Background: an optimization exercise with open tools, aiming at small area, a short achievable clock period and few clock cycles. Do not read the settings as production practice.
The RTL was checked by simulation tests, not by an equivalence proof against the original design.
No activity file was given, so power comes from the tool's default toggle rates.

<file path="design/flow/config.mk">
export PLATFORM = sky130hd
export DESIGN_NAME = stupid_NN_layer1
export DESIGN_NICKNAME = stupid_NN_layer1
export VERILOG_FILES = /design/flow/design.v
export SDC_FILE = /design/flow/constraint.sdc
export NUM_CORES = 4
export LEC_CHECK = 0
export ABC_CLOCK_PERIOD_IN_PS = 2000
export CAP_MARGIN = 20
export CORE_MARGIN = 2
export CORE_UTILIZATION = 40
export CTS_BUF_LIST = sky130_fd_sc_hd__clkbuf_4 sky130_fd_sc_hd__clkbuf_8
export CTS_CLUSTER_DIAMETER = 100
export CTS_CLUSTER_SIZE = 30
export SETUP_SLACK_MARGIN = 3.0
export SLEW_MARGIN = 20
</file>
<file path="design/flow/constraint.sdc">
create_clock -name core_clock -period 5.0 [get_ports {clk}]
set_input_delay 1.0000 -clock core_clock [delete_from_list [all_inputs] [get_ports {clk}]]
set_output_delay 1.0000 -clock core_clock [all_outputs]
set_load 0.01 [all_outputs]
</file>
<file path="design/flow/design.v">
module stupid_NN_layer1(
input clk,
input reset_n,
input waitrequest,
input ready,
input readdatavalid,
input [15:0] readdata,
output chipselect,
output [1:0] byteenable,
output reg done,
output reg read_n,
output reg write_n,
output reg [15:0] writedata,
output [31:0] address
);
localparam [16:0] WB  = 17'h0E249;      
localparam [7:0]  PBH = 8'h52;          
localparam [7:0]  PLH = 8'h83;          
localparam [9:0]  NB  = 10'h151;        
localparam [9:0]  NE  = 10'h151 + 10'd198;
assign chipselect = 1'b1;
assign byteenable = 2'b11;
reg st_boot, st_idle, st_p, st_w, st_wr, st_done;
reg kc;                
reg rq, wq, dr, dr3;
reg wa_done, wb_done;  
reg [16:0] wa;         
reg [7:0]  ph;         
reg [9:0]  na;         
reg [1:0]  ret;        
reg [2:0]  out;        
reg [3:0]  msk;        
reg [4:0]  p0, p1;     
reg pv;                
reg pn;                
reg hd;                
reg [13:0] r0, r1;     
reg [5:0]  ta;         
reg [5:0]  sk;         
reg        skv;
reg        wclr;       
reg [23:1] ad;         
reg wi_q, wn_q;        
wire adv   = (rq | wq) & ~waitrequest;    
wire acc_r = rq & ~waitrequest;
wire rdv   = readdatavalid;
wire timer_end = wa[16] & wa[15] & wa[10] & wa[9] & wa[7] & wa[5];  
wire start = st_idle & ready;
wire node_end = (ph == PLH) & (wa[1:0] == 2'd0);
wire last_pair = (na == NE);
wire cap = out[2] & out[1];
wire pair_done = st_wr & (hd ? wa_done : wb_done);   
wire a_p  = (st_w & kc & ~node_end) | (pair_done & ~last_pair);
wire a_w  = st_p | (st_w & ~kc);
wire a_wr = (st_w & kc & node_end) | (st_wr & ~pair_done);
wire a_done = pair_done & last_pair;
wire [16:0] wa_inc = wa + 17'd1;
wire [16:0] wa_nx  = wa + 17'd196;
wire [7:0]  ph_inc = ph + 8'd1;
wire [9:0]  na_inc = na + 10'd1;
wire [23:1] ad_nx = st_p ? {6'h3C, wi_q ? wa_inc : wn_q ? wa_nx : wa} :
                    (st_w & ~kc) ? {6'h3C, wa_nx} :
                    {13'h0050, (wa[1:0] == 2'd3) ? ph_inc : ph, wa_inc[1:0]};
always @(posedge clk) begin
  if (!reset_n) begin
    st_boot <= 1'b1; st_idle <= 1'b0; st_p <= 1'b0; st_w <= 1'b0; kc <= 1'b0;
    st_wr <= 1'b0; st_done <= 1'b0; rq <= 1'b0; wq <= 1'b0;
    dr <= 1'b0; dr3 <= 1'b0; wa_done <= 1'b0; wb_done <= 1'b0;
    wi_q <= 1'b0; wn_q <= 1'b0;
  end else begin
    st_boot <= st_boot & ~timer_end;
    wi_q <= adv & st_w & kc;
    wn_q <= adv & pair_done;
    st_idle <= (st_idle & ~ready) | (st_done & ~ready) | (st_boot & timer_end);
    st_done <= adv ? a_done : st_done & ready;
    st_p  <= start | (adv ? a_p : st_p);
    st_w  <= adv ? a_w : st_w;
    kc    <= adv ? st_w & ~kc : kc;
    st_wr <= adv ? a_wr : st_wr;
    rq <= start | (adv ? (a_p | a_w) & ~cap : (st_p | st_w) & ~cap);
    dr <= st_wr & (out == 3'd0);
    dr3 <= st_wr & dr;
    wq <= (adv ? a_wr : st_wr) & dr3 & (hd ? ~wa_done : ~wb_done) & ~(adv & pair_done);
    if (adv & st_wr & ~pair_done) begin
      if (hd) wb_done <= 1'b1; else wa_done <= 1'b1;
    end else if (adv & pair_done) begin
      wa_done <= 1'b0; wb_done <= 1'b0;
    end
  end
end
always @(posedge clk) begin
  if (!reset_n) wa <= 17'd0;
  else if (st_idle) wa <= WB;
  else if (st_boot | wi_q) wa <= wa_inc;
  else if (wn_q) wa <= wa_nx;
  if (st_idle | (wi_q & node_end)) ph <= PBH;
  else if (wi_q & (wa[1:0] == 2'd3)) ph <= ph_inc;
  if (st_idle) na <= NB;
  else if (wn_q) na <= na + 10'd2;
  if (st_idle | (adv & pair_done)) ad <= {13'h0050, PBH, 2'b01};
  else if (st_wr) ad <= {13'h0026, hd ? na : na_inc};
  else if (adv) ad <= ad_nx;
  if (st_idle) ret <= 2'd0;
  else if (rdv) ret <= {ret == 2'd1, ret == 2'd0};
  if (st_boot | st_idle) out <= 3'd0;
  else if (rdv) out <= acc_r ? out : out - 3'd1;
  else out <= acc_r ? out + 3'd1 : out;
end
wire [15:0] ml = readdata & {{4{msk[3]}}, {4{msk[2]}}, {4{msk[1]}}, {4{msk[0]}}};
always @(posedge clk) if (rdv && ret == 2'd0)
  msk <= {|readdata[15:12], |readdata[11:8], |readdata[7:4], |readdata[3:0]};
always @(posedge clk) begin
  p0 <= {ml[3], ml[3:0]} + {ml[7], ml[7:4]};
  p1 <= {ml[11], ml[11:8]} + {ml[15], ml[15:12]};
  pv <= rdv & (ret != 2'd0);
  pn <= ret[1];
end
wire [5:0] term = {p0[4], p0} + {p1[4], p1};
always @(posedge clk) begin
  if (!reset_n) begin hd <= 1'b0; skv <= 1'b0; wclr <= 1'b0; end
  else begin hd <= ~hd; skv <= pv & (skv | (pn == hd)); wclr <= st_wr & adv; end
  sk <= term;
  ta <= skv ? sk : (pv & (pn != hd)) ? term : 6'd0;
  r0 <= wclr ? 14'd0 : r1;
  r1 <= st_boot ? 14'd0 : r0 + {{8{ta[5]}}, ta};
end
always @(*) begin
  done = st_done;
  read_n = ~rq;
  write_n = ~wq;
  writedata = {{2{r0[13]}}, r0};
end
assign address = {8'd0, ad, 1'b0};
endmodule
</file>
<file path="design/flow/flow/run.sh">
#!/bin/bash
set -e
export BUFFER_PORTS_ARGS="-buffer_cell sky130_fd_sc_hd__buf_2"
export CTS_ARGS="-sink_clustering_enable -repair_clock_nets -sink_clustering_size 30 -sink_clustering_max_diameter 100 -buf_list {sky130_fd_sc_hd__clkbuf_4 sky130_fd_sc_hd__clkbuf_8} -dont_use_dummy_load"
bash standard.sh > standard.log 2>&1
</file>
<file path="design/flow/standard.sh">
#!/bin/bash
# synth_recipe.tcl (not shown) runs the flow's synth.tcl, then flattens the netlist and writes it again
# the make line also repeats each setting of config.mk as NAME=value (left out here)
make -C /OpenROAD-flow-scripts/flow DESIGN_CONFIG=/design/flow/config.mk WORK_HOME=/design/flow/orfs CLKGATE_MAP_FILE= SYNTH_SCRIPT=/design/flow/synth_recipe.tcl "${@:-finish}"
</file>
==> reports/results.txt, run 1 <==
Root Driver: clkbuf_8
CP Data Arrival Time: 2.48 ns
skew final: 0.02347 ns
I/O pins: 75
worst hold path class: flip-flop to flip-flop
routed len/inst: 15.65 um
min-delay src: ret[1]
max cap viols: 0
die height: 136.6 um
# diodes: 0
Netlist cell types: 74
Synth area leader: dfxtp_1
Synth top area share: 0.3613
Post-Syn Area per Cell: 8.634 um^2
ys flop type: dfxtp_1
Seq. cell area: 0.002715 mm^2
Vias/cell: 5.290
cts bufs inserted: 17
synthesized instance count: 815
initial antenna violation count: 0
Clk Latency, worst-skew pair: 0.44 ns
initial core utilization: 0.4082
crit path time final: 2.153 ns
1st-pass router iterations: 5
CP Class: flip-flop to flip-flop
Final Hold Viols: 0
Area contributors post-synth: dfxtp_1 36%, xnor2_1 5.6%, ha_1 5.5%
Final Max Slew Viols: 0
top cell family by delay on the critical path: compound AO/OA/AOI/OAI gates
fill cell count: 1,648
wirelength, routed: 16,940 um
Critical Path, Cell by Cell: ha_4 -> fa_2 -> a21o_1 -> a41oi_2 -> nand3_2 -> a221oi_2 -> a21boi_1 -> mux2_2
Congestion Overflow GR: 0
CP startpoint: r0[0]
Tcrit/Tclk final: 0.4307
peak supply drop: 233.4 uV
routability-driven placement congestion ratio: 0.9329
Clock Tree Buf Depth: 2
Core Area: 0.01724 mm^2
input/output buffers: 60
CTS tree: yes
Cell Area, Synth: 0.007037 mm^2
antenna-violating nets left: 0
crit end category: flip-flop
setup violators final: 0
Max Freq: 464.4 MHz
design area: 0.007991 mm^2
buffer and inverter count on the worst path: 0
Post-synth EDFFs: 4
placed instance area: 0.007382 mm^2
Critical-path top delay cell: fa_2
share of layout cells above drive strength 1: 0.2159
Slew @ Worst Pin: 0.6725 ns
Multi-input gate area: 0.004222 mm^2
CP max stage delay: 0.35 ns
Total Routing Usage GR: 0.1889
Reg-to-Reg Start: r0[0]
yosys warns: 1
Die ar.: 0.01867 mm^2
largest net degree at the start of global routing: 32
NumNets Final: 916
vias in the first global route: 5,250
worst relative slew slack: 0.5482
row cnt: 48
register area share after synthesis: 0.3784
H-tree Lvls: 4
setup TNS: 0 ns
post-synthesis register bit count: 131
clk sinks: 131
detailed-route via count: 5,724
area added between synthesis and finish: 13.57%
Initial DRC Count: 299
first-pass GRT wire length: 27,550 um
Final HPWL DP: 11,910 um
pwr dens: 270.7 mW/mm^2
Leak: 0.003223 uW
FFs w/ async S/R, synth: 0
Die X: 136.6 um
worst-path maximum fanout: 2
RSZ-0062 raised after global routing: yes
CP Data Required Time: 5.32 ns
critical path startpoint category: flip-flop
Clock Pin Slew Worst Setup and Hold Paths: 0.07 ns
status: finished clean
drt drc: 0
==> worst paths after layout <==
| check | to | slack (ns) | depth (start not counted) |
|---|---|---|---|
| max | r1[12] | 2.85 | 8 |
| min reg2reg | pn | 0.40 | 0 |
| min | pn | 0.40 | 0 |
| max reg2reg | r1[12] | 2.85 | 8 |
==> final cells by class <==
cell class	instances	share of cell area
Clock buffer	17	0.02928
Inverter	21	0.009864
Multi-Input combinational cell	611	0.5283
Sequential cell	131	0.3398
Tap cell	225	0.03523
Timing Repair Buffer	77	0.05762
==> flip-flops by register name, summed over array words and instances (netlist names), 5 cells and up, named ones only <==
name and count:
ph 8, r0 14, na 9, ta 6
ad 18, r1 14, p0 5, wa 16
p1 5, sk 6
==> what timing repair did <==
action / CTS / global route
pin swaps: 9 / 3
setup buffers: 5 / 9
hold buffers: 0 / 0
gates resized for setup: 48 / 33
endpoints found under the setup margin: 46 / 42
==> where the power goes <==
group          switching [uW]  internal [uW]  total (uW)
registers                63.7           1140        1210
clock network             353            299         651
logic                     158            148         306
==> synth_stat cells (all sizes together), types with 5 or more instances <==
cell type / number
nor2: 80
nand2b: 15
ha: 31
nand4: 13
and2: 17
a211oi: 8
nand3: 22
o21a: 9
xnor2: 45
mux2: 6
a21o: 9
a221oi: 6
inv: 21
nor2b: 30
nand2: 70
o21ai: 30
clkbuf: 27
fa: 5
a21oi: 49
xor2: 35
or3: 5
a22o: 6
and3: 8
dfxtp: 127
buf: 37
nor3: 23
==> cells by family (layout without fill, tap and decap cells) <==
| kind of cell | count (synthesis) | in the layout | synth area share |
|---|---|---|---|
| flops | 131 | 131 | 0.3784 |
| buf+inv | 85 | 115 | 0.06081 |
| fa+ha+maj | 36 | 36 | 0.06935 |
| simple gates | 303 | 303 | 0.2169 |
| xor+xnor | 80 | 80 | 0.09957 |
| other cells | 2 | 14 | 0.001067 |
| compound gates | 168 | 168 | 0.1586 |
| mux | 10 | 10 | 0.01529 |
==> worst register-to-register path, stage by stage (launching register included) <==
cell and delay, ns:
dfxtp_2 0.34, ha_4 0.16, fa_2 0.35, a21o_1 0.21, a41oi_2 0.19, nand3_2 0.13, a221oi_2 0.27, a21boi_1 0.11
mux2_2 0.28
==> per-stage QoR <==
step	setup WS (ns)	std cells	utilization	hold WS (ns)	total power [uW]
2_1_floorplan	2.843	827	-	0.3773	1454
3_3_place_gp	2.052	1051	0.4283	0.3873	1524
3_5_place_dp	1.944	1051	0.4283	0.3963	1529
4_1_cts	2.876	1073	0.4535	0.4039	2191
5_1_grt	2.748	1082	0.4636	0.4284	2286
6_report	2.847	1082	0.4636	0.4003	2163
==> per-layer routing <==
metal  vias up  share of wire  wire, um  GRT usage
met2       182           0.42      7148     0.2692
met4         0          0.018       299    0.06134
met1      2647           0.50      8399     0.2762
met3        26          0.064      1087    0.04815
li1       2869              -         -          -
met5         -              0         0          0
==> cells in the final DEF (no fill, tap or decap), types with 4 or more instances in the layout <==
cell type  instances
nand2b_1          15
o31ai_1            4
a21o_1             8
a221oi_1           5
nor2b_1           29
nor2_1            78
o21a_1             9
a21oi_1           47
ha_4               4
buf_4             15
nand2_1           70
o22ai_1            4
inv_1             17
and2_1            12
xnor2_1           45
xor2_1            35
a22o_1             6
clkbuf_8          17
inv_2              4
dfxtp_2           30
dfxtp_4            4
nor3_1            19
o21ai_0           30
a211oi_1           5
edfxtp_1           4
or3_1              5
o211ai_1           4
fa_2               4
dfxtp_1           93
mux2_2             6
or4_1              4
buf_6              6
ha_1              26
nand4_1           12
conb_1            14
and3_1             8
buf_2             56
nand3_1           20
Testbench counts, summed over its fixed seeds: cycles 1,434,329.
==> run 2: changes to the inputs <==
--- a/design/flow/config.mk
+++ b/design/flow/config.mk
@@ -12,5 +12,6 @@
 export CTS_BUF_LIST = sky130_fd_sc_hd__clkbuf_4 sky130_fd_sc_hd__clkbuf_8
 export CTS_CLUSTER_DIAMETER = 100
 export CTS_CLUSTER_SIZE = 30
+export PLACE_DENSITY = 0.8
 export SETUP_SLACK_MARGIN = 3.0
 export SLEW_MARGIN = 20
==> run 2 against run 1 <==
  * Area after synthesis is the same
  * Synthesized cell count stayed put
  * Highest routed layer unchanged
  * Via count up 3.2%
  * Routed wire length about the same
  * Non-clock buffer count is 3 lower
  * Largest cell class unchanged
  * Critical path depth is the same
  * Die area is the same
  * Register-to-register slack better by 0.02 ns
  * Critical endpoint unchanged
==> reports/results.txt, run 2 <==
Leak: 0.003222 uW
Synth top area share: 0.3613
Synth area leader: dfxtp_1
Core Area: 0.01724 mm^2
worst reg-to-reg path cell count: 8
design area: 0.007949 mm^2
CP Data Arrival Time: 2.47 ns
Final Max Slew Viols: 0
I/O pins: 75
drt drc: 0
detailed-route via count: 5,905
Slew @ Worst Pin: 0.9188 ns
1st-pass router iterations: 5
routed len/inst: 15.69 um
most common cell in the netlist: dfxtp_1
placed instance area: 0.007375 mm^2
Final Hold Viols: 0
Cell Area, Synth: 0.007037 mm^2
register area share after synthesis: 0.3784
worst-path maximum fanout: 2
Seq. cell area: 0.002720 mm^2
ys flop type: dfxtp_1
# diodes: 0
synthesized instance count: 815
H-tree Lvls: 4
largest net degree at the start of global routing: 32
synth cell count leaders: 127 x dfxtp_1, 79 x nor2_1, 70 x nand2_1
cts bufs inserted: 17
Stages on worst setup path: 8
initial antenna violation count: 0
max cap viols: 0
row cnt: 48
CP Class: flip-flop to flip-flop
share of layout cells above drive strength 1: 0.2084
Reg with most FFs: ad
worst hold path class: flip-flop to flip-flop
wirelength, routed: 16,930 um
area added between synthesis and finish: 12.96%
pwr dens: 271.5 mW/mm^2
post-synthesis register bit count: 131
status: finished clean
Setup WS post-layout: 2.866 ns
CTS tree: yes
NumNets Final: 913
Post-Syn Area per Cell: 8.634 um^2
setup violators final: 0
critical path startpoint category: flip-flop
buffer and inverter count on the worst path: 0
Tcrit/Tclk final: 0.4269
Post-synth EDFFs: 4
Max Freq: 468.5 MHz
setup TNS: 0 ns
dpl cells: 1,050
Die ar.: 0.01867 mm^2
die height: 136.6 um
first-pass GRT wire length: 26,620 um
fill cell count: 1,604
pre-CTS setup slack: 2.075 ns
final hold slack: 0.4001 ns
yosys warns: 1
Clk Latency, worst-skew pair: 0.45 ns
CP max stage delay: 0.34 ns
vias in the first global route: 5,424
Layout Cells excl Fill: 1,079
Die X: 136.6 um
top cell family by delay on the critical path: compound AO/OA/AOI/OAI gates
commonest non-fill, non-tap cell in the layout: dfxtp_1
crit path time final: 2.134 ns
CP Data Required Time: 5.33 ns
initial core utilization: 0.4082
max reg flops: 18
Multi-input gate area: 0.004217 mm^2
Initial DRC Count: 573
hold path cells: 0
Critical Path, Cell by Cell: ha_4 -> fa_2 -> a21o_1 -> a41oi_2 -> nand3_2 -> a221oi_2 -> a21boi_1 -> mux2_2
Area contributors post-synth: dfxtp_1 36%, xnor2_1 5.6%, ha_1 5.5%
Root Driver: clkbuf_8
FFs w/ async S/R, synth: 0
Netlist cell types: 74
crit end category: flip-flop
most frequent cells in the layout: 95 x dfxtp_1, 78 x nor2_1, 70 x nand2_1, 58 x buf_2, 48 x a21oi_1
clk sinks: 131
Clock Tree Buf Depth: 2
antenna-violating nets left: 0
input/output buffers: 60
worst relative slew slack: 0.3828
Vias/cell: 5.473
Final HPWL DP: 12,050 um
Clock Pin Slew Worst Setup and Hold Paths: 0.08 ns
skew final: 0.02860 ns
Critical-path top delay cell: dfxtp_2
routability-driven placement congestion ratio: 0.9328
RSZ-0062 raised after global routing: yes
Total Routing Usage GR: 0.1832
peak supply drop: 150.1 uV
biggest registers after layout: ad x18, wa x16
Congestion Overflow GR: 0
run 2: kinds of logic (layout without fill, tap and decap cells):
group / Yosys count / count (layout) / synth area share
AO/OA/AOI/OAI: 168 / 168 / 0.1586
XOR/XNOR: 80 / 80 / 0.09957
adder cells (fa/ha/maj): 36 / 36 / 0.06935
buffers and inverters: 85 / 112 / 0.06081
flip-flops: 131 / 131 / 0.3784
multiplexers: 10 / 10 / 0.01529
other: 2 / 14 / 0.001067
AND/OR/NAND/NOR: 303 / 303 / 0.2169
run 2: per-layer routing:
| metal | wire, um | global-route usage |
|---|---|---|
| met2 | 7587 | 0.2769 |
| met3 | 1015 | 0.03593 |
| met5 | 0 | 0 |
| met4 | 714 | 0.1053 |
| met1 | 7609 | 0.2431 |
run 2: through the flow:
step	power, uW	utilization
5_1_grt	2273	0.4612
3_3_place_gp	1520	0.4278
2_1_floorplan	1454	-
4_1_cts	2175	0.4538
3_5_place_dp	1534	0.4278
6_report	2158	0.4612
run 2: worst paths after layout:
path	start	endpoint	slack, ns
min	ret[1]	pn	0.40
max reg2reg	r0[0]	r1[12]	2.87
min reg2reg	ret[1]	pn	0.40
max	r0[0]	r1[12]	2.87
run 2: cell type report:
class | count | share of cell area
repair buffers | 74 | 0.05257
multi-input cells | 611 | 0.5305
inverters | 21 | 0.009917
flip-flops and latches | 131 | 0.3422
well taps | 225 | 0.03542
clock buffers | 17 | 0.02943
run 2: what timing repair did:
| item | in CTS | in global routing |
|---|---|---|
| buffers inserted | 6 | 6 |
| resized for setup | 52 | 26 |
| pin swaps | 6 | 2 |
| hold buffers | 0 | 0 |
| setup endpoints to repair | 46 | 37 |
run 2: power by group:
group / switching [uW] / internal, uW / total (uW) / leakage, uW
logic: 160 / 148 / 308 / 0.00202
registers: 65.8 / 1140 / 1210 / 0.00108
clock network: 345 / 298 / 643 / 0.000122
total: 570 / 1590 / 2160 / 0.00322
==> run 3: changes to the inputs <==
--- a/design/flow/config.mk
+++ b/design/flow/config.mk
@@ -12,6 +12,6 @@
 export CTS_BUF_LIST = sky130_fd_sc_hd__clkbuf_4 sky130_fd_sc_hd__clkbuf_8
 export CTS_CLUSTER_DIAMETER = 100
 export CTS_CLUSTER_SIZE = 30
-export PLACE_DENSITY = 0.8
+export PLACE_DENSITY = 0.75
 export SETUP_SLACK_MARGIN = 3.0
 export SLEW_MARGIN = 20
==> run 3 against run 2 <==
  * Routed wire length is 0.69% lower
  * Non-clock buffer count is 1 higher
  * Sequential power hardly changed
  * Still clean
  * Fmax is 0.28% lower
  * First-iteration DRC count is 19% lower
  * Count of clock-buffer cells in the layout stayed put
  * Core utilization is 0.10 points higher
  * Critical path type unchanged
  * Sequential share of layout area hardly changed
  * Area after synthesis stayed put
  * Critical path depth stayed put
==> reports/results.txt, run 3 <==
commonest non-fill, non-tap cell in the layout: dfxtp_1
pwr dens: 270.9 mW/mm^2
Clk Latency, worst-skew pair: 0.44 ns
routed len/inst: 15.55 um
H-tree Lvls: 4
setup violators final: 0
clk sinks: 131
row cnt: 48
share of layout cells above drive strength 1: 0.2161
NumNets Final: 915
Post-Syn Area per Cell: 8.634 um^2
Simple-Gate Fraction of Synth Area: 0.2169
Final HPWL DP: 11,650 um
area added between synthesis and finish: 13.21%
yosys warns: 1
worst relative slew slack: 0.3759
Clock Pin Slew Worst Setup and Hold Paths: 0.07 ns
Initial DRC Count: 464
worst-path maximum fanout: 2
CP Data Required Time: 5.33 ns
CP Class: flip-flop to flip-flop
Reg with most FFs: ad
Cell Area, Synth: 0.007037 mm^2
critical path startpoint category: flip-flop
largest net degree at the start of global routing: 32
pre-CTS setup slack: 1.965 ns
CP Data Arrival Time: 2.47 ns
Finished Core Util: 0.4622
first-pass GRT wire length: 26,790 um
placed instance area: 0.007367 mm^2
crit path time final: 2.140 ns
FFs w/ async S/R, synth: 0
post-synthesis register bit count: 131
main combinational cell family by area after synthesis: simple AND/OR/NAND/NOR gates
Vias/cell: 5.461
Synth top area share: 0.3613
1st-pass router iterations: 5
Post-synth EDFFs: 4
Leak: 0.003223 uW
biggest registers after layout: ad x18, wa x16
Setup WS post-layout: 2.860 ns
compound-cell area share of the yosys netlist: 0.1586
Root Driver: clkbuf_8
Netlist cell types: 74
Die ar.: 0.01867 mm^2
max cap viols: 0
I/O pins: 75
Final Max Slew Viols: 0
RSZ-0062 raised after global routing: yes
peak supply drop: 155.2 uV
Synth area leader: dfxtp_1
Seq. cell area: 0.002724 mm^2
Tcrit/Tclk final: 0.4281
status: finished clean
post-synthesis xor/xnor area fraction: 0.09957
antenna-violating nets left: 0
initial antenna violation count: 0
routability-driven placement congestion ratio: 0.9116
Area contributors post-synth: dfxtp_1 36%, xnor2_1 5.6%, ha_1 5.5%
design area: 0.007966 mm^2
Total Routing Usage GR: 0.1805
register area share after synthesis: 0.3784
ys flop type: dfxtp_1
Core Area: 0.01724 mm^2
CTS tree: yes
worst hold path class: flip-flop to flip-flop
die height: 136.6 um
Synth Area in Adders: 0.06935
input/output buffers: 60
drt drc: 0
Final Hold Viols: 0
crit end category: flip-flop
setup TNS: 0 ns
Congestion Overflow GR: 0
synthesized instance count: 815
Die X: 136.6 um
Slew @ Worst Pin: 0.9290 ns
most common cell in the netlist: dfxtp_1
Clock Tree Buf Depth: 2
mux cell area share after synthesis: 0.01529
cts bufs inserted: 17
wirelength, routed: 16,810 um
most frequent cells in the layout: 90 x dfxtp_1, 79 x nor2_1, 70 x nand2_1, 58 x buf_2, 48 x a21oi_1
fill cell count: 1,612
Max Freq: 467.2 MHz
initial core utilization: 0.4082
# diodes: 0
vias in the first global route: 5,360
max reg flops: 18
detailed-route via count: 5,903
skew final: 0.02376 ns
Multi-input gate area: 0.004230 mm^2
synth cell count leaders: 127 x dfxtp_1, 79 x nor2_1, 70 x nand2_1
run 3: critical path: stages, from the launching register on:
cell,delay (ns)
dfxtp_2,0.34
ha_4,0.16
fa_2,0.34
a21o_1,0.20
a41oi_2,0.18
nand3_2,0.15
a221oi_4,0.27
a21boi_1,0.11
mux2_2,0.27
run 3: routing by layer:
metal	up-vias	wire [um]	GRT usage
met3	30	988	0.03296
met5	-	0	0
met4	0	333	0.08333
met1	2774	7677	0.2505
met2	222	7809	0.2711
li1	2877	-	-
run 3: repair_timing:
action	in CTS	in global routing
hold buffers	0	0
endpoints found under the setup margin	41	42
gates resized for setup	44	35
pin swaps	5	4
cloned	0	1
buffers inserted	3	11
run 3: where the power goes:
group          switching, uW  internal [uW]
Clock                    344            298
Sequential              65.8           1140
Combinational            161            148
run 3: final timing paths:
kind                              from     end  slack (ns)  cells after the start
worst max-delay path             r0[0]  r1[12]        2.86                      8
worst min-delay path            ret[1]      pn        0.40                      0
worst max register to register   r0[0]  r1[12]        2.86                      8
worst min register to register  ret[1]      pn        0.40                      0
run 3: final cells by class:
| cell class | instances | area share |
|---|---|---|
| well taps | 225 | 0.03534 |
| inverters | 21 | 0.009895 |
| flip-flops and latches | 131 | 0.3419 |
| clock buffers | 17 | 0.02937 |
| multi-input cells | 612 | 0.5310 |
| repair buffers | 75 | 0.05246 |
run 3: cell families after synthesis:
logic type               after synthesis
AO/OA/AOI/OAI                        168
XOR/XNOR                              80
adder cells (fa/ha/maj)               36
buffers and inverters                 85
flip-flops                           131
multiplexers                          10
other                                  2
AND/OR/NAND/NOR                      303
run 3: stage by stage:
stage | hold slack [ns] | std cells | total power [uW]
3_3_place_gp | 0.3875 | 1049 | 1521
6_report | 0.4023 | 1081 | 2158
4_1_cts | 0.4035 | 1069 | 2174
5_1_grt | 0.4268 | 1081 | 2269
2_1_floorplan | 0.3773 | 827 | 1454
3_5_place_dp | 0.3892 | 1049 | 1532
==> run 4: changes to the inputs <==
==> design/flow/flow/run.sh (replaced) <==
#!/bin/bash
set -e
export BUFFER_PORTS_ARGS="-buffer_cell sky130_fd_sc_hd__buf_1"
export CTS_ARGS="-sink_clustering_enable -repair_clock_nets -sink_clustering_size 30 -sink_clustering_max_diameter 100 -buf_list {sky130_fd_sc_hd__clkbuf_4 sky130_fd_sc_hd__clkbuf_8} -dont_use_dummy_load"
bash standard.sh > standard.log 2>&1
==> run 4 against run 3 <==
  * Sequential power about the same
  * Sequential share of layout area grew 0.28 points
  * Register-to-register slack about the same
  * Non-clock buffer count is 1 lower
  * Via count shrank 2.2%
  * Fmax is 0.28% lower
  * Synthesized cell count unchanged
  * Core utilization is 0.29 points lower
  * Design area is 0.63% lower
  * Area after synthesis unchanged
  * Routed wire length shrank 3.9%
  * Highest routed layer unchanged
==> reports/results.txt, run 4 <==
NumNets Final: 913
Total Routing Usage GR: 0.1753
compound-cell area share of the yosys netlist: 0.1586
setup TNS: 0 ns
initial core utilization: 0.4082
post-synthesis register bit count: 131
yosys warns: 1
Post-synth EDFFs: 4
initial antenna violation count: 0
Netlist cell types: 74
Tcrit/Tclk final: 0.4293
commonest non-fill, non-tap cell in the layout: dfxtp_1
CTS tree: yes
antenna-violating nets left: 0
synth cell count leaders: 127 x dfxtp_1, 79 x nor2_1, 70 x nand2_1
worst-path maximum fanout: 2
Synth area leader: dfxtp_1
most frequent cells in the layout: 84 x dfxtp_1, 77 x nor2_1, 70 x nand2_1, 48 x a21oi_1, 45 x xnor2_1
Clk Latency, worst-skew pair: 0.47 ns
Clock Tree Buf Depth: 2
Simple-Gate Fraction of Synth Area: 0.2169
mux cell area share after synthesis: 0.01529
Congestion Overflow GR: 0
skew final: 0.02184 ns
Initial DRC Count: 450
area added between synthesis and finish: 12.50%
Area contributors post-synth: dfxtp_1 36%, xnor2_1 5.6%, ha_1 5.5%
setup violators final: 0
routed len/inst: 14.97 um
crit end category: flip-flop
vias in the first global route: 5,184
routability-driven placement congestion ratio: 0.9130
Root Driver: clkbuf_8
CP Class: flip-flop to flip-flop
Final HPWL DP: 11,510 um
Die X: 136.6 um
RSZ-0062 raised after global routing: yes
top cell family by delay on the critical path: compound AO/OA/AOI/OAI gates
CP Data Required Time: 5.34 ns
ys flop type: dfxtp_1
max reg flops: 18
Slew @ Worst Pin: 0.7453 ns
placed instance area: 0.007300 mm^2
biggest registers after layout: ad x18, wa x16
max cap viols: 0
wirelength, routed: 16,160 um
worst hold path class: flip-flop to flip-flop
Leak: 0.003150 uW
cts bufs inserted: 17
buffer and inverter count on the worst path: 0
detailed-route via count: 5,776
register area share after synthesis: 0.3784
drt drc: 0
worst relative slew slack: 0.4993
design area: 0.007916 mm^2
critical path startpoint category: flip-flop
Reg with most FFs: ad
status: finished clean
share of layout cells above drive strength 1: 0.1967
Critical-path top delay cell: fa_2
Critical Path, Cell by Cell: ha_4 -> fa_2 -> a21o_1 -> a41oi_2 -> nand3_2 -> a221oi_2 -> a21boi_1 -> mux2_2
# diodes: 0
most common cell in the netlist: dfxtp_1
row cnt: 48
main combinational cell family by area after synthesis: simple AND/OR/NAND/NOR gates
Post-Syn Area per Cell: 8.634 um^2
die height: 136.6 um
Max Freq: 465.9 MHz
I/O pins: 75
hold_buf cts: 0
first-pass GRT wire length: 25,560 um
Die ar.: 0.01867 mm^2
CP Data Arrival Time: 2.48 ns
CP max stage delay: 0.35 ns
Final Max Slew Viols: 0
Final Hold Viols: 0
Vias/cell: 5.353
H-tree Lvls: 4
post-synthesis xor/xnor area fraction: 0.09957
Cell Area, Synth: 0.007037 mm^2
crit path time final: 2.146 ns
Synth top area share: 0.3613
synthesized instance count: 815
pwr dens: 273.3 mW/mm^2
peak supply drop: 153.7 uV
Synth Area in Adders: 0.06935
largest net degree at the start of global routing: 32
clk sinks: 131
Core Area: 0.01724 mm^2
1st-pass router iterations: 5
Clock Pin Slew Worst Setup and Hold Paths: 0.07 ns
FFs w/ async S/R, synth: 0
input/output buffers: 60
[run 4: logic make-up after synthesis]
group | Yosys count
simple gates | 303
compound gates | 168
flops | 131
buf+inv | 85
xor+xnor | 80
fa+ha+maj | 36
mux | 10
other cells | 2
[run 4: final cells by class]
class | instances | area [um^2]
well taps | 225 | 281.5
inverters | 21 | 78.83
multi-input cells | 611 | 4202
flip-flops and latches | 131 | 2729
repair buffers | 74 | 391.6
clock buffers | 17 | 234.0
fillers | 1592 | 9320
[run 4: final timing paths]
path,startpoint,endpoint,slack [ns],cells after the start
worst max-delay path,r0[0],r1[12],2.85,8
worst max register to register,r0[0],r1[12],2.85,8
worst min register to register,ret[1],pn,0.41,0
worst min-delay path,ret[1],pn,0.41,0
[run 4: worst register-to-register path, stage by stage (launching register included)]
cell,delay [ns]
dfxtp_2,0.34
ha_4,0.16
fa_2,0.35
a21o_1,0.19
a41oi_2,0.19
nand3_2,0.13
a221oi_2,0.27
a21boi_1,0.12
mux2_2,0.28
[run 4: stage by stage]
step	utilization	std cells	hold WS (ns)	setup slack, ns	total power, uW
after floorplan	-	827	0.3773	2.843	1454
after global placement	0.4235	1050	0.3885	2.015	1514
after detailed placement	0.4235	1050	0.3899	1.945	1526
after CTS	0.4490	1071	0.4043	2.854	2185
after global routing	0.4593	1079	0.4196	2.777	2276
final	0.4593	1079	0.4113	2.854	2164
[run 4: metal layers]
layer  track usage  wire length (um)
met4       0.07813               387
met3       0.04481              1020
met1        0.2310              7374
met5             0                 0
met2        0.2700              7373
[run 4: power by group]
group	switching, uW	internal [uW]
combinational	159	145
clock	355	298
sequential	65.2	1140
total	578	1590
[run 4: timing repair]
item	CTS	global route
resized for setup	65	59
pin swaps	5	1
setup buffers	4	8
setup endpoints to repair	53	74
==> run 5: changes to the inputs <==
--- a/design/flow/design.v
+++ b/design/flow/design.v
@@ -121,8 +121,8 @@
   else begin hd <= ~hd; skv <= pv & (skv | (pn == hd)); wclr <= st_wr & adv; end
   sk <= term;
   ta <= skv ? sk : (pv & (pn != hd)) ? term : 6'd0;
-  r0 <= wclr ? 14'd0 : r1;
-  r1 <= st_boot ? 14'd0 : r0 + {{8{ta[5]}}, ta};
+  r0 <= (wclr | st_boot | st_idle) ? 14'd0 : r1;
+  r1 <= r0 + {{8{ta[5]}}, ta};
 end
 always @(*) begin
   done = st_done;
==> design/flow/flow/run.sh (replaced) <==
#!/bin/bash
set -e
export BUFFER_PORTS_ARGS="-buffer_cell sky130_fd_sc_hd__buf_2"
export CTS_ARGS="-sink_clustering_enable -repair_clock_nets -sink_clustering_size 30 -sink_clustering_max_diameter 100 -buf_list {sky130_fd_sc_hd__clkbuf_4 sky130_fd_sc_hd__clkbuf_8} -dont_use_dummy_load"
bash standard.sh > standard.log 2>&1
--- a/design/flow/config.mk
+++ b/design/flow/config.mk
@@ -12,6 +12,5 @@
 export CTS_BUF_LIST = sky130_fd_sc_hd__clkbuf_4 sky130_fd_sc_hd__clkbuf_8
 export CTS_CLUSTER_DIAMETER = 100
 export CTS_CLUSTER_SIZE = 30
-export PLACE_DENSITY = 0.75
 export SETUP_SLACK_MARGIN = 3.0
 export SLEW_MARGIN = 20
==> run 5 against run 4 <==
  * Critical endpoint is now ad[5]
  * Worst hold slack got worse by 0.018 ns
  * Highest routed layer unchanged
  * Core utilization fell by 1.6 points
  * Clock power fell by 1%
  * Global-route usage barely moved
  * Worst setup slack improved by 0.17 ns
  * Synthesized cell count did not move
==> reports/results.txt, run 5 <==
clk sinks: 131
Layout Cells excl Fill: 1,077
CP max stage delay: 0.48 ns
WHS Endpoint: pn
Netlist cell types: 82
CP Data Arrival Time: 2.30 ns
Seq pwr share: 0.560
Root Driver: clkbuf_8
die height: 138.0 um
skew final: 0.02670 ns
max reg flops: 18
crit end category: flip-flop
dpl cells: 1,058
Max Freq: 505.1 MHz
min-delay src: ret[1]
Clock Power Share: 0.293
Power Internal: 1617 uW
Clock Pin Slew Worst Setup and Hold Paths: 0.08 ns
Slew @ Worst Pin: 0.8099 ns
Initial DRC Count: 396
area added between synthesis and finish: 9.598%
Leak: 0.003211 uW
RSZ-0062 raised after global routing: yes
Tcrit/Tclk final: 0.3960
CP Class: input pin to flip-flop
largest net degree at the start of global routing: 30
wirelength, routed: 16,440 um
post-synthesis register bit count: 131
hold path cells: 0
Clk Latency, worst-skew pair: 0.44 ns
routability-driven placement congestion ratio: 0.8516
# diodes: 0
Total Routing Usage GR: 0.1752
CP Data Required Time: 5.32 ns
worst reg-to-reg path cell count: 7
Post-Syn Area per Cell: 8.814 um^2
worst-path maximum fanout: 18
CP startpoint: waitrequest
setup violators final: 0
initial core utilization: 0.4040
crit path time final: 1.980 ns
routed len/inst: 15.26 um
Final HPWL DP: 11,990 um
I/O pins: 75
share of layout cells above drive strength 1: 0.1769
Critical-path top delay cell: o21ba_2
vias in the first global route: 5,237
status: finished clean
synthesized instance count: 815
Final Max Slew Viols: 0
Synth area leader: dfxtp_1
fill cell count: 1,749
setup slack, reg-to-reg: 3.09 ns
max cap viols: 0
cts bufs inserted: 17
Final Hold Viols: 0
Die X: 138.0 um
most frequent cells in the layout: 105 x dfxtp_1, 71 x nor2_1, 68 x nand2_1, 59 x buf_2, 50 x xnor2_1
detailed-route via count: 5,699
antenna-violating nets left: 0
H-tree Lvls: 4
worst relative slew slack: 0.4571
Critical Path, Cell by Cell: buf_2 -> o21ba_2 -> nor2_1 -> a22o_1 -> o21a_1
Area contributors post-synth: dfxtp_1 35%, xnor2_1 6.1%, ha_1 5.4%
Die ar.: 0.01905 mm^2
Switching Fraction: 0.2636
critical path startpoint category: input pin
register area share after synthesis: 0.3707
Post-synth EDFFs: 4
Reg with most FFs: ad
commonest non-fill, non-tap cell in the layout: dfxtp_1
final hold slack: 0.3932 ns
pre-CTS setup slack: 2.541 ns
Core Area: 0.01778 mm^2
Gate power share: 0.147
worst hold path class: flip-flop to flip-flop
Setup WS post-layout: 3.020 ns
Cell Area, Synth: 0.007183 mm^2
1st-pass router iterations: 5
Clock Tree Buf Depth: 2
first-pass GRT wire length: 27,350 um
most common cell in the netlist: dfxtp_1
setup TNS: 0 ns
initial antenna violation count: 0
NumNets Final: 907
switching power: 578.7 uW
synth cell count leaders: 127 x dfxtp_1, 74 x nor2_1, 68 x nand2_1
ys flop type: dfxtp_1
R2R Path End: r1[10]
biggest registers after layout: ad x18, wa x16
input/output buffers: 60
CTS tree: yes
total power: 2195 uW
yosys warns: 1
Congestion Overflow GR: 0
pwr dens: 278.9 mW/mm^2
FFs w/ async S/R, synth: 0
Synth top area share: 0.3539
Reg-to-Reg Start: r0[0]
peak supply drop: 168.1 uV
Vias/cell: 5.292
drt drc: 0
row cnt: 49
run 5: changes by cell type after synthesis, sizes merged, moves of 4 or more:
cell and delta:
nor2b -25, and2 +14, clkbuf -11, buf +8
a211oi -6, nand2b -6, inv +5, xnor2 +5
nand3 +4, nor2 -4, o211ai +4, o31ai -4
xor2 -4
run 5: routing by layer:
layer | up-vias | track usage | wire length (um)
met5 | - | 0 | 0
met4 | 0 | 0.06767 | 380
met3 | 24 | 0.03429 | 666
met2 | 153 | 0.2465 | 6934
met1 | 2629 | 0.2626 | 8454
li1 | 2893 | - | -
run 5: power by group through the flow:
stage	registers, uW	logic (uW)	clock network (uW)
floorplan	1230	258	0
global placement	1250	314	0
detailed placement	1250	319	0
CTS	1230	322	668
global route	1240	368	718
finish	1230	323	643
run 5: how the worst max path moves through the flow:
| stage | slack [ns] | cells after the start | end |
|---|---|---|---|
| after global routing | 2.98 | 6 | ad[10] |
| after floorplan | 2.84 | 7 | p0[4] |
| after CTS | 2.98 | 7 | r1[10] |
| after global placement | 2.58 | 6 | ad[16] |
| final | 3.02 | 5 | ad[5] |
| after detailed placement | 2.54 | 6 | ad[16] |
run 5: what timing repair did:
item,4_1_cts,5_1_grt
hold buffers,0,0
buffers inserted,0,2
gates resized for setup,14,29
pin swaps,0,8
setup endpoints to repair,30,35
gates cloned,0,0
run 5: kinds of logic after synthesis:
kind of cell / Yosys count / synth area share
other: 2 / 0.001046
muxes: 10 / 0.01515
xor gates and xnor gates: 81 / 0.09876
buffers and inverters: 88 / 0.06654
and+or+nand+nor: 291 / 0.2052
DFF: 131 / 0.3707
AOI/OAI and AO/OA: 176 / 0.1747
adders and majority gates: 36 / 0.06793
run 5: cell type report:
type	count	area [um^2]	area share
Inverter	27	101.3	0.01287
Sequential cell	131	2698	0.3427
Multi-Input combinational cell	608	4213	0.5351
Timing Repair Buffer	65	340.3	0.04323
Tap cell	229	286.5	0.03640
Clock buffer	17	234.0	0.02972
run 5: through the flow:
| stage | area, um^2 | util |
|---|---|---|
| after global placement | 7491 | 0.4213 |
| after floorplan | 7257 | - |
| final | 7873 | 0.4428 |
| after detailed placement | 7491 | 0.4213 |
| after global routing | 7873 | 0.4428 |
| after CTS | 7765 | 0.4367 |
run 5: critical path: cells and delay by family:
family | cells | cell delay [ns]
simple gates | 1 | 0.25
buf+inv | 1 | 0.10
compound gates | 3 | 0.94
Testbench counts of run 5, summed over its fixed seeds: cycles 1,434,329.
==> run 6: changes to the inputs <==
--- a/design/flow/config.mk
+++ b/design/flow/config.mk
@@ -12,5 +12,6 @@
 export CTS_BUF_LIST = sky130_fd_sc_hd__clkbuf_4 sky130_fd_sc_hd__clkbuf_8
 export CTS_CLUSTER_DIAMETER = 100
 export CTS_CLUSTER_SIZE = 30
+export PLACE_DENSITY = 0.75
 export SETUP_SLACK_MARGIN = 3.0
 export SLEW_MARGIN = 20
==> run 6 against run 5 <==
  * Final cell count rose by 0.56%
  * Fmax rose by 0.40%
  * Design area rose by 0.24%
  * Register-to-register slack got worse by 0.02 ns
  * Still clean
  * Total power fell by 0.16%
==> reports/results.txt, run 6 <==
Slew @ Worst Pin: 0.7728 ns
pwr dens: 277.8 mW/mm^2
Critical-path top delay cell: dfxtp_1
Switching Fraction: 0.2630
synth cell count leaders: 127 x dfxtp_1, 74 x nor2_1, 68 x nand2_1
Core Area: 0.01778 mm^2
Die X: 138.0 um
initial core utilization: 0.4040
Clock Power Share: 0.292
routability-driven placement congestion ratio: 0.8938
Top Usage Layer GRT: met2
routed len/inst: 14.98 um
detailed-route via count: 5,914
Gate power share: 0.147
Clock Tree Buf Depth: 2
wirelength, routed: 16,220 um
post-synthesis register bit count: 131
synthesized instance count: 815
Final Max Slew Viols: 0
CP Data Required Time: 4.00 ns
clk sinks: 131
switching power: 576.5 uW
buffer and inverter count on the worst path: 1
dpl cells: 1,058
WHS Endpoint: pn
Total Routing Usage GR: 0.1679
H-tree Lvls: 4
row cnt: 49
setup slack, reg-to-reg: 3.07 ns
largest net degree at the start of global routing: 30
Reg-to-Reg Start: wa[5]
setup violators final: 0
RSZ-0062 raised after global routing: yes
Power Internal: 1615 uW
hold_buf cts: 0
CTS tree: yes
input/output buffers: 60
FFs w/ async S/R, synth: 0
Critical Path, Cell by Cell: buf_2
most frequent cells in the layout: 102 x dfxtp_1, 71 x nor2_1, 68 x nand2_1, 60 x buf_2, 50 x xnor2_1
antenna-violating nets left: 0
status: finished clean
Synth area leader: dfxtp_1
vias in the first global route: 5,347
routing usage on met2: 0.2585
Leak: 0.003230 uW
most common cell in the netlist: dfxtp_1
fill cell count: 1,740
Area contributors post-synth: dfxtp_1 35%, xnor2_1 6.1%, ha_1 5.4%
worst relative slew slack: 0.4841
NumNets Final: 913
Cell Area, Synth: 0.007183 mm^2
register area share after synthesis: 0.3707
die height: 138.0 um
first-pass GRT wire length: 26,120 um
Congestion Overflow GR: 0
initial antenna violation count: 0
design area: 0.007891 mm^2
I/O pins: 75
Reg with most FFs: ad
yosys warns: 1
top cell family by delay on the critical path: flip-flops
drt drc: 0
R2R Path End: wa[14]
Initial DRC Count: 471
skew final: 0.02837 ns
crit end category: primary output
critical path startpoint category: flip-flop
CP max stage delay: 0.38 ns
area added between synthesis and finish: 9.859%
cts bufs inserted: 17
Clk Latency, worst-skew pair: 0.44 ns
Final HPWL DP: 11,930 um
min-delay src: ret[1]
placed instance area: 0.007486 mm^2
# diodes: 0
commonest non-fill, non-tap cell in the layout: dfxtp_1
Max Freq: 507.1 MHz
Final Hold Viols: 0
Clock Pin Slew Worst Setup and Hold Paths: 0.07 ns
worst-path maximum fanout: 2
crit path time final: 1.972 ns
hold path cells: 0
Die ar.: 0.01905 mm^2
max cap viols: 0
ys flop type: dfxtp_1
Tcrit/Tclk final: 0.3944
CP Class: flip-flop to primary output
Synth top area share: 0.3539
Seq pwr share: 0.561
CP Data Arrival Time: 0.97 ns
max reg flops: 18
Netlist cell types: 82
worst reg-to-reg path cell count: 5
grt met1 use: 0.2312
Root Driver: clkbuf_8
setup TNS: 0 ns
share of layout cells above drive strength 1: 0.1838
Vias/cell: 5.461
final hold slack: 0.4198 ns
biggest registers after layout: ad x18, wa x16
met3 usage in global routing: 0.03637
peak supply drop: 188.2 uV
1st-pass router iterations: 5
Layout Cells excl Fill: 1,083
worst hold path class: flip-flop to flip-flop
Post-Syn Area per Cell: 8.814 um^2
Post-synth EDFFs: 4
==> run 6: cell counts after synthesis <==
No cell type changed its count.
==> run 6: cells by family after synthesis <==
group                    count (synthesis)  synth area share
AND/OR/NAND/NOR                        291            0.2052
adder cells (fa/ha/maj)                 36           0.06793
XOR/XNOR                                81           0.09876
multiplexers                            10           0.01515
AO/OA/AOI/OAI                          176            0.1747
flip-flops                             131            0.3707
other                                    2          0.001046
buffers and inverters                   88           0.06654
==> run 6: power by group through the flow <==
stage,sequential (uW),combinational (uW),clock (uW)
after floorplan,1230,258,0
after global placement,1250,308,0
after detailed placement,1250,317,0
after CTS,1230,321,663
after global routing,1240,364,705
final,1230,322,640
==> run 6: area by class of cell <==
cell class	count	area, um^2	share of cell area
clock buffer	17	234.0	0.02965
timing repair buffer	71	382.9	0.04852
multi-input combinational	608	4183	0.5300
inverter	27	101.3	0.01284
tap	229	286.5	0.03631
sequential	131	2704	0.3426
==> run 6: timing repair <==
item                                    CTS  global route
pin swaps                                 2             4
setup buffers                             2             6
gates resized for setup                  14            30
endpoints found under the setup margin   35            37
==> run 6: how the worst max path moves through the flow <==
stage / cells past startpoint / from / slack, ns / end
final: 1 / ad[16] / 3.03 / address[16]
after global routing: 2 / rq / 2.99 / read_n
after CTS: 5 / wi_q / 2.96 / ad[5]
after detailed placement: 6 / waitrequest / 2.59 / ad[16]
after global placement: 6 / waitrequest / 2.59 / ad[16]
after floorplan: 7 / readdata[0] / 2.84 / p0[4]
==> run 6: stage by stage <==
stage / power [uW] / worst slack (ns) / util
floorplan: 1492 / 2.843 / -
global placement: 1557 / 2.586 / 0.4210
detailed placement: 1569 / 2.591 / 0.4210
CTS: 2214 / 2.962 / 0.4376
global route: 2312 / 2.992 / 0.4438
finish: 2192 / 3.028 / 0.4438
==> run 6: layer usage <==
| layer | routed length [um] | part of all wire |
|---|---|---|
| met1 | 7803 | 0.48 |
| met2 | 7265 | 0.45 |
| met3 | 804 | 0.050 |
| met4 | 348 | 0.021 |
| met5 | 0 | 0 |
==> run 7: changes to the inputs <==
--- a/design/flow/design.v
+++ b/design/flow/design.v
@@ -72,7 +72,7 @@
     wi_q <= adv & st_w & kc;
     wn_q <= adv & pair_done;
     st_idle <= (st_idle & ~ready) | (st_done & ~ready) | (st_boot & timer_end);
-    st_done <= adv ? a_done : st_done & ready;
+    st_done <= ready & (adv ? a_done : st_done);
     st_p  <= start | (adv ? a_p : st_p);
     st_w  <= adv ? a_w : st_w;
     kc    <= adv ? st_w & ~kc : kc;
@@ -121,8 +121,8 @@
   else begin hd <= ~hd; skv <= pv & (skv | (pn == hd)); wclr <= st_wr & adv; end
   sk <= term;
   ta <= skv ? sk : (pv & (pn != hd)) ? term : 6'd0;
-  r0 <= (wclr | st_boot | st_idle) ? 14'd0 : r1;
-  r1 <= r0 + {{8{ta[5]}}, ta};
+  r0 <= wclr ? 14'd0 : r1;
+  r1 <= st_boot ? 14'd0 : r0 + {{8{ta[5]}}, ta};
 end
 always @(*) begin
   done = st_done;
==> design/flow/flow/run.sh (replaced) <==
#!/bin/bash
set -e
export BUFFER_PORTS_ARGS="-buffer_cell sky130_fd_sc_hd__buf_2"
export CTS_ARGS="-sink_clustering_enable -repair_clock_nets -sink_clustering_size 30 -sink_clustering_max_diameter 100 -buf_list {sky130_fd_sc_hd__clkbuf_4} -dont_use_dummy_load"
bash standard.sh > standard.log 2>&1
--- a/design/flow/config.mk
+++ b/design/flow/config.mk
@@ -12,6 +12,5 @@
 export CTS_BUF_LIST = sky130_fd_sc_hd__clkbuf_4 sky130_fd_sc_hd__clkbuf_8
 export CTS_CLUSTER_DIAMETER = 100
 export CTS_CLUSTER_SIZE = 30
-export PLACE_DENSITY = 0.75
 export SETUP_SLACK_MARGIN = 3.0
 export SLEW_MARGIN = 20
==> run 7 against run 6 <==
  * Still clean on timing, DRC and antenna
  * Fmax shrank 4.6%
  * Combinational power decreased by 3%
  * Global-route usage rose by 1.0 points
  * Total power decreased by 9.2%
  * Core utilization up 2.8 points
  * Clock skew increased by 0.0086 ns
  * Routed wire length decreased by 0.25%
  * Count of clock-buffer cells in the layout is the same
  * Die area shrank 2.0%
==> reports/results.txt, run 7 <==
vias in the first global route: 5,259
crit path time final: 2.068 ns
RSZ-0062 raised after global routing: yes
most common cell in the netlist: dfxtp_1
hold path cells: 0
Stages on worst setup path: 2
Final Max Slew Viols: 0
Vias/cell: 5.243
drt drc: 0
Reg with most FFs: ad
register area share after synthesis: 0.3785
switching power: 540.7 uW
Critical Path, Cell by Cell: inv_2 -> buf_6
setup slack, reg-to-reg: 3.01 ns
WHS Endpoint: pn
yosys warns: 1
routability-driven placement congestion ratio: 0.9315
R2R Path End: ad[15]
worst-path maximum fanout: 4
Gate power share: 0.156
antenna-violating nets left: 0
critical path startpoint category: flip-flop
row cnt: 48
detailed-route via count: 5,668
Clock Tree Buf Depth: 2
Post-Syn Area per Cell: 8.815 um^2
Root Driver: clkbuf_4
setup TNS: 0 ns
Die ar.: 0.01866 mm^2
max cap viols: 0
Cell Area, Synth: 0.007034 mm^2
Synth top area share: 0.3614
Total Routing Usage GR: 0.1781
share of layout cells above drive strength 1: 0.2538
grt met1 use: 0.2461
max reg flops: 18
Congestion Overflow GR: 0
most frequent cells in the layout: 74 x nor2_1, 72 x dfxtp_1, 63 x nand2_1, 50 x a21oi_1, 45 x dfxtp_2
initial core utilization: 0.4081
post-synthesis register bit count: 131
first-pass GRT wire length: 26,210 um
crit end category: primary output
Leak: 0.003321 uW
met3 usage in global routing: 0.03778
worst reg-to-reg path cell count: 7
synthesized instance count: 798
Top Usage Layer GRT: met2
placed instance area: 0.007368 mm^2
Initial DRC Count: 398
CP Data Arrival Time: 1.07 ns
Critical-path top delay cell: dfxtp_4
Max Freq: 483.6 MHz
skew final: 0.03698 ns
FFs w/ async S/R, synth: 0
Final Hold Viols: 0
routing usage on met2: 0.2733
initial antenna violation count: 1
synth cell count leaders: 127 x dfxtp_1, 76 x nor2_1, 63 x nand2_1
peak supply drop: 149.0 uV
Final HPWL DP: 11,510 um
Core Area: 0.01724 mm^2
commonest non-fill, non-tap cell in the layout: nor2_1
total power: 1990 uW
status: finished clean
routed len/inst: 14.97 um
Multi-input gate area: 0.004106 mm^2
pwr dens: 244.8 mW/mm^2
design area: 0.008130 mm^2
I/O pins: 75
Power Internal: 1450 uW
ys flop type: dfxtp_1
Slew @ Worst Pin: 0.9495 ns
worst relative slew slack: 0.3666
Seq pwr share: 0.599
fill cell count: 1,684
Die X: 136.6 um
1st-pass router iterations: 5
Synth area leader: dfxtp_1
Switching Fraction: 0.2717
Reg-to-Reg Start: wa[2]
Clock Pin Slew Worst Setup and Hold Paths: 0.10 ns
biggest registers after layout: ad x18, wa x16
die height: 136.6 um
clk sinks: 131
CP Class: flip-flop to primary output
min-delay src: ret[1]
CTS tree: yes
CP max stage delay: 0.39 ns
Clk Latency, worst-skew pair: 0.54 ns
Tcrit/Tclk final: 0.4136
Area contributors post-synth: dfxtp_1 36%, ha_1 5.5%, xnor2_1 5.2%
Post-synth EDFFs: 4
setup violators final: 0
buffer and inverter count on the worst path: 2
area added between synthesis and finish: 15.58%
Clock Power Share: 0.245
Netlist cell types: 76
wirelength, routed: 16,180 um
cts bufs inserted: 17
H-tree Lvls: 4
largest net degree at the start of global routing: 34
worst hold path class: flip-flop to flip-flop
NumNets Final: 914
CP Data Required Time: 4.00 ns
Seq. cell area: 0.002756 mm^2
input/output buffers: 60
top cell family by delay on the critical path: flip-flops
==> run 7: layout make-up <==
cell class / count / area share
Multi-Input combinational cell: 594 / 0.5051
Sequential cell: 131 / 0.3390
Timing Repair Buffer: 87 / 0.09311
Tap cell: 225 / 0.03463
Clock buffer: 17 / 0.01570
Inverter: 26 / 0.01216
Antenna cell: 1 / 0.0003078
==> run 7: cells by family (layout without fill, tap and decap cells) <==
group | after synthesis | after routing | share of synthesized area
simple gates | 294 | 294 | 0.2143
compound gates | 156 | 156 | 0.1526
flops | 131 | 131 | 0.3785
buf+inv | 85 | 130 | 0.06314
xor+xnor | 79 | 79 | 0.09836
fa+ha+maj | 36 | 36 | 0.06937
mux | 15 | 15 | 0.02259
other cells | 2 | 15 | 0.001068
==> run 7: repair_timing <==
| action | 4_1_cts | 5_1_grt |
|---|---|---|
| resized for setup | 108 | 27 |
| setup buffers | 17 | 7 |
| pin swaps | 3 | 3 |
| hold buffers | 0 | 0 |
| setup endpoints to repair | 70 | 68 |
==> run 7: worst max-delay path by stage <==
| stage | startpoint | end | slack (ns) |
|---|---|---|---|
| floorplan | readdata[0] | p0[4] | 2.84 |
| CTS | rq | read_n | 2.90 |
| global placement | waitrequest | ad[12] | 2.52 |
| detailed placement | waitrequest | ad[12] | 2.52 |
| finish | rq | read_n | 2.93 |
| global route | wq | ad[4] | 2.84 |
==> run 7: power by group through the flow <==
stage | Sequential [uW] | Clock (uW) | Combinational (uW)
final | 1190 | 488 | 311
after global routing | 1200 | 551 | 353
after CTS | 1200 | 509 | 310
after detailed placement | 1220 | 0 | 288
after global placement | 1210 | 0 | 284
after floorplan | 1200 | 0 | 236
==> run 7: layer usage <==
layer,vias to the layer above,routed length [um],part of all wire
met1,2628,7826,0.48
met2,160,7226,0.45
met4,0,333,0.021
met5,-,0,0
met3,29,795,0.049
li1,2851,-,-
==> run 7: stage by stage <==
stage / instances / hold slack [ns] / setup slack [ns] / utilization
after detailed placement: 1039 / 0.3956 / 2.524 / 0.4275
after global placement: 1039 / 0.3930 / 2.515 / 0.4275
after global routing: 1081 / 0.4279 / 2.842 / 0.4717
after CTS: 1073 / 0.4103 / 2.896 / 0.4637
after floorplan: 810 / 0.3773 / 2.843 / -
final: 1081 / 0.4120 / 2.932 / 0.4717
Testbench counts of run 7, summed over its fixed seeds: cycles 1,434,329.
==> run 8: changes to the inputs <==
==> design/flow/flow/run.sh (replaced) <==
#!/bin/bash
set -e
export BUFFER_PORTS_ARGS="-buffer_cell sky130_fd_sc_hd__buf_2"
export CTS_ARGS="-sink_clustering_enable -repair_clock_nets -sink_clustering_size 30 -sink_clustering_max_diameter 100 -buf_list {sky130_fd_sc_hd__clkbuf_8 sky130_fd_sc_hd__clkbuf_16} -dont_use_dummy_load"
bash standard.sh > standard.log 2>&1
--- a/design/flow/config.mk
+++ b/design/flow/config.mk
@@ -12,5 +12,6 @@
 export CTS_BUF_LIST = sky130_fd_sc_hd__clkbuf_4 sky130_fd_sc_hd__clkbuf_8
 export CTS_CLUSTER_DIAMETER = 100
 export CTS_CLUSTER_SIZE = 30
+export PLACE_DENSITY = 0.75
 export SETUP_SLACK_MARGIN = 3.0
 export SLEW_MARGIN = 20
==> run 8 against run 7 <==
  * Clock skew is 0.024 ns lower
  * Final cell count is 0.74% lower
  * Largest power group unchanged
  * Sequential power hardly changed
  * First-iteration DRC count is 9.8% higher
  * Register-to-register slack worse by 0.04 ns
  * Worst setup slack better by 0.041 ns
==> reports/results.txt, run 8 <==
hold_buf cts: 0
clk sinks: 131
Layout Cells excl Fill: 1,073
buffer and inverter count on the worst path: 0
Core Area: 0.01724 mm^2
antenna-violating nets left: 0
most frequent cells in the layout: 105 x dfxtp_1, 74 x nor2_1, 63 x nand2_1, 60 x buf_2, 49 x a21oi_1
Congestion Overflow GR: 0
Netlist cell types: 76
register area share after synthesis: 0.3785
max cap viols: 0
Final HPWL DP: 11,840 um
design area: 0.008097 mm^2
initial core utilization: 0.4081
Clock Pin Slew Worst Setup and Hold Paths: 0.06 ns
routed len/inst: 15.68 um
synthesized instance count: 798
Synth area leader: dfxtp_1
Leak: 0.003362 uW
peak supply drop: 231.0 uV
vias in the first global route: 5,396
NumNets Final: 907
Post-Syn Area per Cell: 8.815 um^2
Stages on worst setup path: 7
row cnt: 48
FFs w/ async S/R, synth: 0
skew final: 0.01343 ns
Die ar.: 0.01866 mm^2
CP Data Arrival Time: 2.32 ns
1st-pass router iterations: 5
CP max stage delay: 0.44 ns
Critical Path, Cell by Cell: ha_4 -> a311o_2 -> and3_4 -> o21ai_2 -> xor2_1 -> a221oi_2 -> a211o_1
Die X: 136.6 um
Reg with most FFs: ad
share of layout cells above drive strength 1: 0.2064
yosys warns: 1
WL met3: 960 um
CP Data Required Time: 5.29 ns
ys flop type: dfxtp_1
commonest non-fill, non-tap cell in the layout: dfxtp_1
synth cell count leaders: 127 x dfxtp_1, 76 x nor2_1, 63 x nand2_1
Critical-path top delay cell: a311o_2
Clock Tree Buf Depth: 2
dpl cells: 1,040
hold path cells: 0
Initial DRC Count: 437
Area contributors post-synth: dfxtp_1 36%, ha_1 5.5%, xnor2_1 5.2%
wirelength, routed: 16,830 um
Cell Area, Synth: 0.007034 mm^2
crit end category: flip-flop
area added between synthesis and finish: 15.10%
die height: 136.6 um
H-tree Lvls: 4
largest net degree at the start of global routing: 36
DR top layer: met4
metal1 wirelength: 7572 um
biggest registers after layout: ad x18, wa x16
CP Class: flip-flop to flip-flop
most common cell in the netlist: dfxtp_1
cts bufs inserted: 17
worst hold path class: flip-flop to flip-flop
initial antenna violation count: 0
crit path time final: 2.027 ns
Vias/cell: 5.368
Final Hold Viols: 0
post-synthesis register bit count: 131
detailed-route via count: 5,760
Synth top area share: 0.3614
max reg flops: 18
Total Routing Usage GR: 0.1812
Routed met2 length: 7900 um
setup TNS: 0 ns
input/output buffers: 60
final hold slack: 0.3926 ns
routability-driven placement congestion ratio: 1.012
worst reg-to-reg path cell count: 7
status: finished clean
worst relative slew slack: 0.5530
placed instance area: 0.007376 mm^2
I/O pins: 75
critical path startpoint category: flip-flop
pwr dens: 305.4 mW/mm^2
Root Driver: clkbuf_16
drt drc: 0
RSZ-0062 raised after global routing: yes
CTS tree: yes
worst-path maximum fanout: 7
first-pass GRT wire length: 26,680 um
Clk Latency, worst-skew pair: 0.42 ns
total power: 2473 uW
Final Max Slew Viols: 0
fill cell count: 1,627
Post-synth EDFFs: 4
Max Freq: 493.4 MHz
top cell family by delay on the critical path: compound AO/OA/AOI/OAI gates
# diodes: 0
Tcrit/Tclk final: 0.4054
Slew @ Worst Pin: 0.6654 ns
setup violators final: 0
[run 8: final cells by class]
cell class	instances	area, um^2	share of cell area
Multi-Input combinational cell	595	4145	0.5120
Sequential cell	131	2703	0.3338
Inverter	26	98.84	0.01221
Tap cell	225	281.5	0.03477
Timing Repair Buffer	79	442.9	0.05471
Clock buffer	17	425.4	0.05254
[run 8: worst paths after layout]
kind	from	to	slack, ns
max	wa[3]	ad[15]	2.97
max reg2reg	wa[3]	ad[15]	2.97
min reg2reg	ret[1]	pn	0.39
min	ret[1]	pn	0.39
[run 8: through the flow]
stage,utilization,setup WS (ns)
after detailed placement,0.4279,2.542
after global placement,0.4279,2.549
final,0.4697,2.973
after floorplan,-,2.843
after CTS,0.4601,2.954
after global routing,0.4697,2.933
[run 8: cells by family after synthesis]
kind of cell	count (synthesis)	share of synthesized area
simple gates	294	0.2143
compound gates	156	0.1526
flops	131	0.3785
buf+inv	85	0.06314
xor+xnor	79	0.09836
fa+ha+maj	36	0.06937
mux	15	0.02259
other cells	2	0.001068
[run 8: power breakdown]
group	leakage (uW)	internal (uW)	total (uW)	switching (uW)
combinational	0.00208	144	297	153
sequential	0.00108	1140	1190	56.1
clock	0.000209	586	982	396
[run 8: timing repair]
item	in CTS	in global routing
endpoints found under the setup margin	36	29
endpoints found under the hold margin	0	0
pin swaps	5	6
cloned	0	1
setup buffers	6	9
resized for setup	31	23
[run 8: per-layer routing]
layer  vias up  GRT usage
met5         -          0
met2       186     0.2969
met1      2713     0.2305
met3        29    0.04037
li1       2832          -
met4         0    0.07350

what the ideal ports hide:
The results above use ideal ports. As a check the final layouts listed here were re-extracted and re-timed, cells and wires unchanged. Step 1 assumes that a clkbuf_16 drives the clock port and a buf_2 every other input. Step 2 adds t to the input delays and takes it off the output delays; t is the mean of the earliest and latest rising clock arrival at the registers after step 1. Input paths then give back, and output paths get back, about the clock's delay inside the block. Slacks: ideal ports / drivers / drivers and shift; pairs: ideal ports / drivers.
| run | t, ns | setup slack, ns | clock arrival spread, ns | worst data-port slew with drivers (ns) |
|---|---|---|---|---|
| run 1 | 0.467 | 2.847 / 2.847 / 2.625 | 0.026 / 0.027 | 0.06 |
| run 2 | 0.473 | 2.866 / 2.866 / 2.620 | 0.028 / 0.028 | 0.05 |
| run 3 | 0.466 | 2.860 / 2.860 / 2.609 | 0.030 / 0.029 | 0.05 |
| run 4 | 0.490 | 2.854 / 2.854 / 2.589 | 0.028 / 0.029 | 0.05 |
| run 5 | 0.458 | 3.020 / 3.010 / 2.580 | 0.030 / 0.030 | 0.03 |
| run 6 | 0.466 | 3.028 / 2.993 / 2.623 | 0.031 / 0.031 | 0.03 |
| run 7 | 0.559 | 2.932 / 2.897 / 2.501 | 0.040 / 0.039 | 0.03 |
| run 8 | 0.452 | 2.973 / 2.961 / 2.614 | 0.014 / 0.013 | 0.05 |
After both steps setup and hold are still met in every run listed. The setup slack of run 5, which loses most, moves by -0.010 ns with the drivers and by -0.440 ns with both steps.
